Context: an optimization exercise on an open-source flow, tuned for small area. The choices shown serve that exercise and are no tape-out recipe.
The RTL was checked by simulation tests, not by an equivalence proof against the original design.

==> flow/design.v, too long to show whole: its modules and the start of the top module <==
// module it_mul1: 468 lines
// module it_mul2: 244 lines
// module it_fast_cpa17: 59 lines
// module it_fast_add16: 15 lines
// module Reg_Block: 24 lines
// module ImagineThinker: 284 lines
module ImagineThinker(clk,rst,inst_addr,inst_data,data_addr,data_rdata,data_wdata,data_we);
  // ...
==> flow/flow/run.sh <==
#!/bin/bash
# Own layout flow: the standard ORFS flow (standard.sh) with a copy of the
# ORFS scripts in which
#  - synthesis maps logic with an area-oriented ABC script (flow/abc_area.script)
#    and keeps the module hierarchy through technology mapping
#    (SYNTH_HIERARCHICAL=1; the standard flow's synthesis script flattens it afterwards as
#    usual), so that each module is mapped on its own; flip-flops are mapped
#    by the unchanged dfflibmap step, before ABC;
#  - the quick ABC pass inside Yosys's synth is skipped for the multiplier
#    modules only (flow/synth_proc.tcl);
#  - full adders are not extracted in the modules named it_fast* (the
#    multiplier's final parallel-prefix adder and the divider's two
#    subtractors), so ABC maps their carry logic as plain gates, which are
#    faster than a chain of full-adder cells;
#  - port buffering uses the smallest buffer cell;
#  - clock tree synthesis inserts no dummy loads.
# Each tool's output goes to ORFS's own per-step logs under orfs/logs; this
# script's own output goes to flow_setup.log and flow_make.log.
set -euo pipefail
W=$(pwd)
S=$W/myscripts
{
  rm -rf "$S"
  cp -r "$FLOW_HOME/scripts" "$S"
  cp "$W/flow/abc_area.script" "$S/abc_speed.script"
  cp "$W/flow/abc_area.script" "$S/abc_area.script"
  sed -i 's/buffer_ports {\*}\[env_var_or_empty BUFFER_PORTS_ARGS\]/buffer_ports -buffer_cell sky130_fd_sc_hd__buf_1/' "$S/global_place.tcl"
  sed -i 's/^  -repair_clock_nets\]/  -repair_clock_nets -dont_use_dummy_load]/' "$S/cts.tcl"
  { cat "$W/flow/synth_proc.tcl"; tail -n +2 "$W/synth_recipe.tcl"; } > "$W/my_synth.tcl"
  sed -i 's/^  extract_fa {\*}\[dont_use_extract_fa_args\]$/  extract_fa {*}[dont_use_extract_fa_args] {*}[lsearch -all -inline -not [tee -q -s result.string select -list-mod *] it_fast*]/' "$S/synth.tcl"
  grep -n "extract_fa {" "$S/synth.tcl"
  grep -n "buffer_ports" "$S/global_place.tcl"
  grep -n "dont_use_dummy_load" "$S/cts.tcl"
  cat "$W/my_synth.tcl"
} > "$W/flow_setup.log" 2>&1
bash standard.sh SCRIPTS_DIR="$S" SYNTH_HIERARCHICAL=1 SYNTH_SCRIPT="$W/my_synth.tcl" finish > "$W/flow_make.log" 2>&1
==> flow/flow/abc_area.script <==
strash
dch -f
map -a
strash
dch -f
map -a
topo
==> flow/flow/synth_proc.tcl <==
# Replaces the first line of the standard flow's synth_recipe.tcl.  Every synth call still
# runs with -nofsm -noshare.  In the fine stage, the quick ABC pass that
# Yosys's synth runs is skipped for the multiplier modules (it_mul*), whose
# bit-level full-adder equations then reach extract_fa unchanged; every
# other module (all of the registers) gets that pass exactly as before.
proc synth {args} {
  if {[lsearch -exact $args fine:] >= 0} {
    yosys synth -nofsm -noshare -noabc {*}$args
    yosys abc -fast {*}[lsearch -all -inline -not [yosys tee -q -s result.string select -list-mod *] it_mul*]
    yosys opt -fast
  } else {
    yosys synth -nofsm -noshare {*}$args
  }
}
==> flow/standard.sh <==
#!/bin/bash
# synth_recipe.tcl (not shown) runs the flow's synth.tcl, then flattens the netlist and writes it again
# the make line also repeats each setting of config.mk as NAME=value (left out here)
make -C /OpenROAD-flow-scripts/flow DESIGN_CONFIG=/design/flow/config.mk WORK_HOME=/design/flow/orfs CLKGATE_MAP_FILE= SYNTH_SCRIPT=/design/flow/synth_recipe.tcl "${@:-finish}"
==> flow/config.mk <==
export PLATFORM = sky130hd
export DESIGN_NAME = ImagineThinker
export DESIGN_NICKNAME = ImagineThinker
export VERILOG_FILES = /design/flow/design.v
export SDC_FILE = /design/flow/constraint.sdc
export NUM_CORES = 4
export LEC_CHECK = 0
export ABC_CLOCK_PERIOD_IN_PS = 10000
export CAP_MARGIN = 0
export CORE_MARGIN = 2
export CORE_UTILIZATION = 50
export CTS_BUF_LIST = sky130_fd_sc_hd__clkbuf_4
export CTS_CLUSTER_DIAMETER = 60
export CTS_CLUSTER_SIZE = 7
export SLEW_MARGIN = 0
==> flow/constraint.sdc <==
create_clock -name core_clock -period 10.0 [get_ports {clk}]
set_input_delay 2.0000 -clock core_clock [delete_from_list [all_inputs] [get_ports {clk}]]
set_output_delay 2.0000 -clock core_clock [all_outputs]
set_load 0.01 [all_outputs]
==> run notes, run 1 <==
After layout, the minimum clock period comes to 9.58 ns. In this run the critical register-to-register path is captured at m_res[15]. For this design, the CTS-stage hold fixing added 0 buffers.

Later-pin clock latency in the skew report: 0.98 ns. The data required time at the worst endpoint was 10.67 ns. Along the worst path, the maximum fanout reaches 16. The run finished with no timing, DRC or antenna violations. The H-tree was split into 3 levels.

The setup check on the worst reg-to-reg path leaves a slack of 0.42 ns. For the first-pass GRT wire length, the log shows 184000 um. On the worst path, the slowest cell contributes a delay of 0.52 ns. The detail route stage leaves a number of antenna-violating nets equal to 0.

The number of antenna violations at the first check in global routing is 5. The fraction of area in registers was 0.528; the layout sequential cell count was 718. Wires add up to 127000 um. Leaving out filler cells and counting taps, the final layout contains 4408. The number of nets in the synthesized netlist is 3369.

In this run the number of cells on the critical path is 36. Dividing the detail-routed via count by the number of cells gives 6.57. The logs give 114 for the number of clock buffer instances in the layout and 40100 sq um for the final non-filler cell area. The net count reported at finish is 3716.

Final-layout clock-cell area share: 0.0214. The number of buffers on the longest clock path is 3. The area growth from synthesis to layout is 10.2%. The netlist area before placement is 36400 sq um. The number of flip-flops under the largest register name works out to 512. Leaving out the clock tree, the finished layout contains an inverter count of 266. Counting plain and timing-repair buffers in the layout gives 239. For this run, the number of Yosys warnings is 8.

After detailed routing, the met2 layer carries 60300 um of wire. Across the whole layout, storage elements account for 21100 sq um. The initialized floorplan defines 98 standard-cell rows. The most critical setup path has its endpoint at m_res[15]. Final setup violation count: 0.
==> inputs of run 2 (changes only) <==
--- a/flow/config.mk
+++ b/flow/config.mk
@@ -6,10 +6,10 @@
 export NUM_CORES = 4
 export LEC_CHECK = 0
 export ABC_CLOCK_PERIOD_IN_PS = 10000
-export CAP_MARGIN = 0
+export CAP_MARGIN = 5
 export CORE_MARGIN = 2
 export CORE_UTILIZATION = 50
 export CTS_BUF_LIST = sky130_fd_sc_hd__clkbuf_4
 export CTS_CLUSTER_DIAMETER = 60
 export CTS_CLUSTER_SIZE = 7
-export SLEW_MARGIN = 0
+export SLEW_MARGIN = 5
==> run 2 against run 1 <==
Net effect:
- synthesized cell count is the same
- wire length is the same
- register-to-register slack is essentially flat
- clock-buffer cell count is the same
- critical path type unchanged
- design area is the same
- non-clock buffer count is the same
==> run notes, run 2 <==
The run finished with no timing, DRC or antenna violations. Endpoint type of the worst setup path: a register. The number of antenna violations at the first check in global routing came out at 5 (unchanged). The min-delay analysis places its worst path in the category register to register. The tightest slew margin relative to the limit is 0.0977. The total area inside the core boundary comes to 71700 sq um. The logs give 3 (unchanged) for the number of buffers on the longest clock path and 0.507 for the initial core utilization. The signed area change from the synthesized netlist to the final layout is 10.2% (unchanged), and the final-report hold violation count is 0.

The die span in y was 274 um; the netlist area before placement was 36400 sq um (unchanged). Setup clock skew after layout: 0.174 ns. The category of the worst setup path launch point is a register. The tools report the number of sinks handled by clock tree synthesis as 718.

The root buffer cell chosen for the clock tree is sky130_fd_sc_hd__clkbuf_4. The run gives 0.416 ns as the worst-case hold slack. The register area came out at 21100 sq um (unchanged). Dividing the detail-routed wire length by the instance count gives 28.8 um. The clock period minus final worst setup slack is 9.58 ns (unchanged), and the residual antenna-violating net count after detailed routing is 0 (unchanged). For the final cell count without fillers, the log shows 4408 (unchanged). The DRC violation total after the first TritonRoute iteration is 3707. The stage delay of the slowest cell on the critical path came out at 0.52 ns (about the same).

TritonCTS built the clock tree. The ratio of cells with drive above 1 in the final layout is 0.0993, and the later-pin clock latency in the skew report is 0.98 ns (about the same). The final setup violation count is 0 (unchanged). The net count reported at finish was 3716 (unchanged); the I/O pin count was 99.

For the first-pass GRT wire length, the log shows 184000 um (unchanged). The summed negative setup slack over all endpoints is 0 ns. For this run, the detailed router's first-pass iteration total came to 6.

The slowest stage of the critical path belongs to the cell sky130_fd_sc_hd__fa_1. The biggest fanout along the worst timing path is 16 (unchanged). The startpoint-to-endpoint class of the critical path was register to register. For this run, design rule violations remaining after detail routing come to 0. The multi-input combinational cells in the finished layout cover a total of 14500 sq um.

The total length of routed wires is 127000 um (unchanged), and the clock slew at the register clock pins of the worst setup and hold paths is 0.09 ns. The congestion estimate from routability-driven global placement came to 0.959. Total nets after synthesis: 3369 (unchanged). For this run the aggregate overflow at the end of global routing stands at 0.

The largest net degree at the start of global routing is 85. End-of-flow core utilization: 0.559.

The top cell types in the final layout, fill and taps aside, are 676 x sky130_fd_sc_hd__edfxtp_1, 528 x sky130_fd_sc_hd__o22ai_1, 425 x sky130_fd_sc_hd__nor2_1. For the warning count from the yosys run, the log shows 8 (unchanged). The tools report the count of H-tree levels built during CTS as 3 (unchanged). Along the worst hold path, the cell count comes to 0. Static timing analysis puts the maximum clock frequency at 104 MHz.

The final-report max-slew violation count is 0, and the detailed-route vias per instance is 6.57 (unchanged). The die boundary width works out to 274 um. The via count of the first global-routing pass was 28300; the post-route fraction of the period consumed by the critical path was 0.958.

The final HPWL from detailed placement was 87400 um; the number of buffers inserted by hold repair at cts was 0 (unchanged). The register with the most flip-flops is regs.rfn. Across the run, the number of max-cap violations was 0.

The row count was 98 (unchanged). Quantity of I/O buffers inserted on ports: 98. The run gives 29000 as the vias after detailed routing. Number of flip-flops under the largest register name: 512 (unchanged). Counting cells, the worst reg-to-reg path comes to 36.

The data required time at the worst endpoint came out at 10.67 ns (about the same). The number of placed instances, taps included, is 4280. For the pin with the worst max-slew slack, the measured transition is 1.34 ns.

Synthesis produced 3109 cells. Overall global routing resource usage: 0.337. The critical path arrival came out at 10.25 ns. Leaving out fill and tap cells, the most frequent cell in the layout is sky130_fd_sc_hd__edfxtp_1. TritonCTS created 114 clock buffers. The area of the die is 74900 sq um.

Counting the fill cells in the layout gives 6096. Averaged over all synthesized cells, the footprint is 11.7 sq um. The most numerous cell type found on the critical path is sky130_fd_sc_hd__fa_1.
-- run 2: worst max-delay path: cells and delay by family, from the launching register on --
| family | cells | cell delay, ns |
|---|---|---|
| adder cells (fa/ha/maj) | 15 | 5.91 |
| XOR/XNOR | 1 | 0.17 |
| flip-flops | 1 | 0.35 |
| AND/OR/NAND/NOR | 8 | 1.08 |
| AO/OA/AOI/OAI | 8 | 1.20 |
| buffers and inverters | 4 | 0.62 |
-- run 2: area by class of cell --
| type | count | area share |
|---|---|---|
| diodes | 4 | 0.000250 |
| clock buffers | 114 | 0.0214 |
| inverters | 266 | 0.0251 |
| multi-input cells | 2117 | 0.361 |
| flip-flops and latches | 718 | 0.528 |
| well taps | 950 | 0.0297 |
| repair buffers | 239 | 0.0356 |
-- run 2: timing repair --
action / 4_1_cts / 5_1_grt
setup endpoints to repair: 16 / 49
resized for setup: 2 / 32
buffers inserted: 0 / 10
-- run 2: metrics by stage --
stage                     cell area, sq um  worst slack, ns
after floorplan                      36400            0.432
after global placement               39100           0.0330
after detailed placement             39100           -0.238
after CTS                            39900          0.00402
after global routing                 40100          -0.0369
final                                40100            0.419
-- run 2: metal layers --
layer	vias up	GRT usage	part of all wire
li1	12500	-	-
met1	14100	0.420	0.36
met2	1854	0.548	0.47
met3	429	0.0654	0.098
met4	0	0.201	0.068
met5	-	0	0
-- run 2: path summary, 6_finish.rpt --
| kind | start | endpoint | slack (ns) |
|---|---|---|---|
| max | e_op[5] | m_res[15] | 0.42 |
| min | d_c[1] | e_c[1] | 0.42 |
| max reg2reg | e_op[5] | m_res[15] | 0.42 |
| min reg2reg | d_c[1] | e_c[1] | 0.42 |
==> inputs of run 3 (changes only) <==
--- a/flow/config.mk
+++ b/flow/config.mk
@@ -8,7 +8,7 @@
 export ABC_CLOCK_PERIOD_IN_PS = 10000
 export CAP_MARGIN = 5
 export CORE_MARGIN = 2
-export CORE_UTILIZATION = 50
+export CORE_UTILIZATION = 45
 export CTS_BUF_LIST = sky130_fd_sc_hd__clkbuf_4
 export CTS_CLUSTER_DIAMETER = 60
 export CTS_CLUSTER_SIZE = 7
==> run 3 against run 2 <==
Net effect:
- clock-buffer cell count grew 1
- sequential cell count unchanged
- non-clock buffer count down 3
- worst setup slack gained 0.00074 ns
- final cell count is 2.5% higher
- design area is 0.37% higher
- still clean
==> run notes, run 3 <==
The logs give 80 (-5.9%) for the largest net degree at the start of global routing and 0.0411 (-0.0566) for the tightest slew margin relative to the limit. The clock period minus final worst setup slack was 9.58 ns (-0.000737 ns); the slew at the pin closest to its max-slew limit was 1.43 ns (+0.0841 ns). For the warning count from the yosys run, the log shows 8 (unchanged). The TritonCTS buffer count was 115 (+0.88%); the via count of the first global-routing pass was 28600 (+1.1%). Start of the worst register-to-register path: e_op[3]. The run gives 104 (+6.1%) as the row count. The most repeated library cell on the critical path was sky130_fd_sc_hd__fa_1. The final-report max-slew violation count is 0 (unchanged), and the biggest fanout along the worst timing path is 16 (unchanged). Die span in y: 288 um (+5.3%).

The cell count along the critical path is 37 (+2.8%). The critical-path cell with the highest stage delay is sky130_fd_sc_hd__fa_1. The data required time at the worst endpoint was 10.61 ns (-0.06 ns); the final routed DRC violation total was 0 (unchanged). The run gives 3109 (unchanged) as the number of instances in the synthesized netlist.

The number of antenna violations at the first check in global routing came out at 2 (-3). TritonCTS built the clock tree. For the net count reported at finish, the log shows 3714 (-0.054%). The run gives 3438 (-7.3%) as the DRC violation total after the first TritonRoute iteration. The end-of-flow core utilization is 0.501 (-0.0577), and the depth of the worst hold-timing path is 0 (unchanged).

The placeable core area was 80300 sq um (+12%); the number of optimization iterations in the first detailed-route pass was 7 (+1). The run gives 0 (unchanged) as the final setup violation count. The number of cell instances on the worst register-to-register path came out at 37 (+2.8%).

The startpoint of the worst setup timing path is e_op[3]. Area of the die: 83100 sq um (+11%). The mean cell area of the mapped netlist is 11.7 sq um (unchanged), and the final cell count without fillers is 4518 (+2.5%).

The number of maximum-capacitance violations is 0 (unchanged), and the vias after detailed routing is 29200 (+0.80%). The I/O pin count was 99 (unchanged); the final non-filler cell area was 40200 sq um (+0.37%). In the layout the commonest cells are 676 x sky130_fd_sc_hd__edfxtp_1, 528 x sky130_fd_sc_hd__o22ai_1, 424 x sky130_fd_sc_hd__nor2_1.

The worst-case hold slack is 0.421 ns (+0.00523 ns). Master cell of the clock root buffer: sky130_fd_sc_hd__clkbuf_4. The worst setup path is captured at a register. The die boundary width was 288 um (+5.3%). In this run the worst hold path is classified as register to register. The run gives 1.03 (+7.5%) as the placer's final routability congestion estimate. The post-placement cell count was 4384 (+2.4%). The detailed-route vias per instance is 6.46 (-1.7%). The critical path is of the register to register type. The final HPWL from detailed placement came out at 88700 um (+1.4%). The quantity of I/O buffers inserted on ports was 98 (unchanged); the total length of routed wires was 129000 um (+1.8%).

The total congestion overflow was 0 (unchanged); the initial core utilization was 0.453 (-0.0540). The number of buffers on the longest clock path was 3 (unchanged); the clock slew at the register clock pins of the worst setup and hold paths was 0.09 ns (about the same). The category of cells accounting for the largest share of critical-path delay is adder cells. For the setup clock skew after layout, the log shows 0.213 ns (+0.0392 ns).

The ratio of cells with drive above 1 in the final layout was 0.0991 (-0.000232); the signed area change from the synthesized netlist to the final layout was 10.6%. The library cell used most frequently in the layout, excluding fill and tap cells, is sky130_fd_sc_hd__edfxtp_1. The number of flip-flops under the largest register name came out at 512 (unchanged). The tools report the hold path startpoint as d_c[5]. The sum of buffers and inverters on the critical path is 5 (+1). The tools report the summed negative setup slack over all endpoints as 0 ns (unchanged). The later-pin clock latency in the skew report is 0.99 ns (about the same).

The number of buffers inserted by hold repair at cts is 0 (unchanged). The overall global routing resource usage is 0.307 (-0.0297), and the first-pass GRT wire length is 186000 um (+0.97%). The netlist area before placement came out at 36400 sq um (unchanged). The post-route fraction of the period consumed by the critical path is 0.958 (about the same), and the total nets after synthesis is 3369 (unchanged). The logs give 0 (unchanged) for the residual antenna-violating net count after detailed routing and 0 (unchanged) for the final-report hold violation count.

For the number of sinks handled by clock tree synthesis, the log shows 718 (unchanged). The tools report the post-placement cell area as 39100 sq um (+0.21%). The register with the most flip-flops is regs.rfn.

The worst setup path is launched from a register. The tools report the timing-limited maximum frequency as 104 MHz (about the same). The stage delay of the slowest cell on the critical path came out at 0.51 ns (about the same). For the count of H-tree levels built during CTS, the log shows 3 (unchanged). The detail-routed net length per standard cell works out to 28.6 um (-0.64%).

The critical path arrival was 10.20 ns (-0.05 ns). The run finished with no timing, DRC or antenna violations.
run 3: cell types whose count changed in the layout (fill, tap and decap cells not counted), moves of 3 or more:
cell,delta
sky130_fd_sc_hd__o21ai_0,-9
sky130_fd_sc_hd__o21ai_2,+5
sky130_fd_sc_hd__o21ai_1,+4
sky130_fd_sc_hd__buf_4,-3
run 3: worst paths after layout:
kind	to	slack, ns
setup / recovery	m_res[6]	0.42
hold / removal	e_c[5]	0.42
setup reg to reg	m_res[6]	0.42
hold reg to reg	e_c[5]	0.42
run 3: routing by layer:
layer / global-route usage / up-vias / routed length (um)
li1: - / 12500 / -
met1: 0.381 / 14400 / 47800
met2: 0.501 / 1840 / 61000
met3: 0.0618 / 415 / 12200
met4: 0.183 / 0 / 8460
met5: 0 / - / 0
run 3: worst register-to-register path, delay by kind of cell, from the launching register on:
family          cells  cell delay [ns]
mux                 1             0.36
buf+inv             5             0.52
compound gates      8             1.26
flops               1             0.37
fa+ha+maj          15             5.79
simple gates        8             0.98
run 3: stage by stage:
step                worst slack [ns]
global route                 -0.0308
finish                         0.419
CTS                          0.00909
detailed placement            -0.102
floorplan                      0.432
global placement               0.116
run 3: what timing repair did:
item                                    CTS  global route
gates resized for setup                   1            46
buffers inserted                          0            13
cloned                                    0             0
endpoints found under the setup margin   15            49
pin swaps                                 0             0
run 3: final cells by class:
type	instances	area (sq um)
Antenna cell	6	15.0
Clock buffer	115	863
Sequential cell	718	21100
Multi-Input combinational cell	2117	14500
Tap cell	1060	1330
Timing Repair Buffer	236	1400
Inverter	266	1010
Fill cell	7112	40100
==> inputs of run 4 (changes only) <==
--- a/flow/config.mk
+++ b/flow/config.mk
@@ -8,8 +8,8 @@
 export ABC_CLOCK_PERIOD_IN_PS = 10000
 export CAP_MARGIN = 5
 export CORE_MARGIN = 2
-export CORE_UTILIZATION = 45
+export CORE_UTILIZATION = 50
 export CTS_BUF_LIST = sky130_fd_sc_hd__clkbuf_4
-export CTS_CLUSTER_DIAMETER = 60
-export CTS_CLUSTER_SIZE = 7
+export CTS_CLUSTER_DIAMETER = 50
+export CTS_CLUSTER_SIZE = 8
 export SLEW_MARGIN = 5
==> run 4 against run 3 <==
Net effect:
- final cell count fell by 2.7%
- sequential share of layout area rose by 0.31 points
- non-clock buffer count up 1
- synthesized cell count is the same
- highest routed layer is now met5
==> run notes, run 4 <==
The warning count from the yosys run came out at 8 (unchanged). Among all stages on the critical path, the largest delay is contributed by sky130_fd_sc_hd__fa_1. The post-route fraction of the period consumed by the critical path was 0.956 (-0.00210). The logs give 3 (unchanged) for the number of buffers on the longest clock path and 71700 sq um (-11%) for the placeable core area. I/O pin count: 99 (unchanged). The clock period minus final worst setup slack came out at 9.56 ns (-0.0210 ns).

The first-pass GRT wire length is 183000 um (-1.2%). TritonCTS built the clock tree. The placer's final routability congestion estimate is 0.959 (-7.0%), and the signed area change from the synthesized netlist to the final layout is 10.0%.

The highest metal layer carrying signal wires in the routed design is met5. The type of the most critical hold path is register to register. The largest net degree at the start of global routing is 85 (+6.3%), and the final-report hold violation count is 0 (unchanged). The residual antenna-violating net count after detailed routing came out at 0 (unchanged). The slew at the pin closest to its max-slew limit works out to 1.30 ns (-0.122 ns). The stage delay of the slowest cell on the critical path is 0.52 ns (about the same). The biggest fanout along the worst timing path works out to 16 (unchanged). The run gives 0 (unchanged) as the total congestion overflow.

The most repeated library cell on the critical path was sky130_fd_sc_hd__fa_1. The number of flip-flops under the largest register name was 512 (unchanged). In the layout the commonest cells are 676 x sky130_fd_sc_hd__edfxtp_1, 528 x sky130_fd_sc_hd__o22ai_1, 425 x sky130_fd_sc_hd__nor2_1.

The worst-case hold slack was 0.425 ns (+0.00354 ns). The clock slew at the register clock pins of the worst setup and hold paths works out to 0.09 ns (about the same). The mean cell area of the mapped netlist works out to 11.7 sq um (unchanged). The met1 routed wirelength after detailed routing was 45900 um (-3.9%); the die boundary width was 274 um (-5.1%). For the overall global routing resource usage, the log shows 0.337 (+0.0291). The run gives 28100 (-1.7%) as the via count of the first global-routing pass. The worst reg-to-reg setup slack is 0.44 ns (+0.02 ns). The DRC violation total after the first TritonRoute iteration came out at 3594 (+4.5%). For the final non-filler cell area, the log shows 40000 sq um (-0.58%). The number of antenna violations at the first check in global routing came out at 6 (+4). The register with the most flip-flops is regs.rfn.

The detail-routed net length per standard cell is 28.8 um (+0.62%). The quantity of I/O buffers inserted on ports came out at 98 (unchanged).

The post-route worst setup slack was 0.441 ns (+0.0211 ns). Detailed-route vias per instance: 6.58 (+1.8%). For the number of sinks handled by clock tree synthesis, the log shows 718 (unchanged). The tools report the number of instances in the synthesized netlist as 3109 (unchanged). The TritonCTS buffer count was 104 (-9.6%); the initial core utilization was 0.507 (+0.0540).

The tools report the amount of wire on met2 after detailed routing as 60300 um (-1.1%). The post-placement cell area is 39100 sq um (-0.20%), and the total length of routed wires is 127000 um (-2.1%). The tools report the number of optimization iterations in the first detailed-route pass as 6 (-1). The post-placement worst setup slack is -0.238 ns (-0.136 ns), and the critical path arrival is 10.19 ns (about the same). The tools report the number of buffers inserted by hold repair at cts as 0 (unchanged).

The total nets after synthesis is 3369 (unchanged). The run gives 0.135 ns (-0.0785 ns) as the setup clock skew after layout. The tools report the master cell of the clock root buffer as sky130_fd_sc_hd__clkbuf_4. The final-report max-slew violation count came out at 0 (unchanged). Row count: 98 (-5.8%).

Later-pin clock latency in the skew report: 0.95 ns (-0.04 ns). The endpoint type of the worst setup path is a register. The timing-limited maximum frequency came out at 105 MHz (+0.22%).

The commonest non-fill, non-tap cell in the layout is sky130_fd_sc_hd__edfxtp_1. Ratio of cells with drive above 1 in the final layout: 0.0965 (-0.00262). The final setup violation count is 0 (unchanged). The length of routed met3 wiring came out at 11900 um (-2.4%).

The run gives 87400 um (-1.4%) as the final HPWL from detailed placement. The tools report the tightest slew margin relative to the limit as 0.123 (+0.0822). The worst setup path is of the register to register kind. The run gives 10.63 ns (+0.02 ns) as the data required time at the worst endpoint.

The run gives 0 (unchanged) as the number of maximum-capacitance violations. The category of the worst setup path launch point is a register. The run finished with no timing, DRC or antenna violations. For the layout filler cell count, the log shows 6090 (-14%).

For the final routed DRC violation total, the log shows 0 (unchanged). The die span in y was 274 um (-5.1%); the area of the die was 74900 sq um (-9.9%). The tools report the vias after detailed routing as 28900 (-0.94%). The logs give 3 (unchanged) for the count of H-tree levels built during CTS and 3704 (-0.27%) for the net count reported at finish. For the netlist area before placement, the log shows 36400 sq um (unchanged).
## run 4: cell count changes in the layout (fill, tap and decap cells not counted), moves of 2 or more
cell / delta
sky130_fd_sc_hd__diode_2: -2
sky130_fd_sc_hd__inv_2: +2
sky130_fd_sc_hd__o21ai_2: -5
sky130_fd_sc_hd__nor4_1: -2
sky130_fd_sc_hd__o21ai_0: +9
sky130_fd_sc_hd__a21oi_2: +3
sky130_fd_sc_hd__a21oi_1: -3
sky130_fd_sc_hd__nor4_2: +2
sky130_fd_sc_hd__clkbuf_4: -11
sky130_fd_sc_hd__o21ai_1: -4
## run 4: cell type report
cell class              count  area (sq um)  area share
repair buffers            237          1410      0.0353
diodes                      4          10.0    0.000250
well taps                 950          1190      0.0297
multi-input cells        2117         14500       0.361
clock buffers             104           781      0.0195
flip-flops and latches    718         21100       0.529
inverters                 266          1000      0.0251
## run 4: timing repair
action	4_1_cts	5_1_grt
gates resized for setup	2	33
gates cloned	0	0
buffers inserted	0	8
setup endpoints to repair	16	49
endpoints found under the hold margin	0	0
## run 4: worst paths after layout
path	startpoint	depth (start not counted)	end
setup / recovery	e_op[1]	35	m_res[15]
hold reg to reg	d_c[0]	0	e_c[0]
hold / removal	d_c[0]	0	e_c[0]
setup reg to reg	e_op[1]	35	m_res[15]
## run 4: worst max-delay path: cells and delay by family (launching register included)
kind                     cells  cell delay [ns]
AO/OA/AOI/OAI                8             1.53
adder cells (fa/ha/maj)     15             5.83
buffers and inverters        5             0.55
flip-flops                   1             0.38
multiplexers                 1             0.30
AND/OR/NAND/NOR              6             0.76
## run 4: per-layer routing
metal | track usage | up-vias
met5 | 0 | -
met4 | 0.194 | 4
met3 | 0.0626 | 426
met2 | 0.550 | 1812
met1 | 0.422 | 14200
li1 | - | 12500
## run 4: per-stage QoR
| stage | setup TNS, ns | instances | util |
|---|---|---|---|
| after floorplan | 0 | 3109 | - |
| after global placement | 0 | 4280 | 0.545 |
| after detailed placement | -2.35 | 4280 | 0.545 |
| after CTS | 0 | 4384 | 0.556 |
| after global routing | -0.0285 | 4396 | 0.558 |
| final | 0 | 4396 | 0.558 |

[separate check: timing with driven ports]
How much do the figures lean on ideal ports? The routed layouts below were timed once more, with nothing changed but the port constraints.
Step 1 sets driving cells, clkbuf_16 on the clock port and buf_2 on the other inputs (assumed; they add their load-dependent delay and slew).
Step 2 moves the port delays by t, midway between the first and last clock arrival at a register: inputs arrive t later, outputs are due t later. That takes back most of the time a late clock gives input paths.
a / b / c = no drivers / after step 1 / after step 2; a / b = the first two.
run | t (ns) | slack for setup (ns) | worst hold slack (ns) | clock arrival spread, ns | worst slew at a driven data input, ns
run 1 | 0.960 | 0.419 / 0.419 / 0.419 | 0.416 / 0.416 / 0.416 | 0.180 / 0.180 | 0.10
run 2 | 0.960 | 0.419 / 0.419 / 0.419 | 0.416 / 0.416 / 0.416 | 0.180 / 0.180 | 0.10
run 3 | 0.959 | 0.419 / 0.419 / 0.419 | 0.421 / 0.421 / 0.421 | 0.218 / 0.218 | 0.10
run 4 | 0.934 | 0.441 / 0.441 / 0.441 | 0.425 / 0.425 / 0.425 | 0.176 / 0.176 | 0.09
After both steps setup and hold are still met in every run listed.
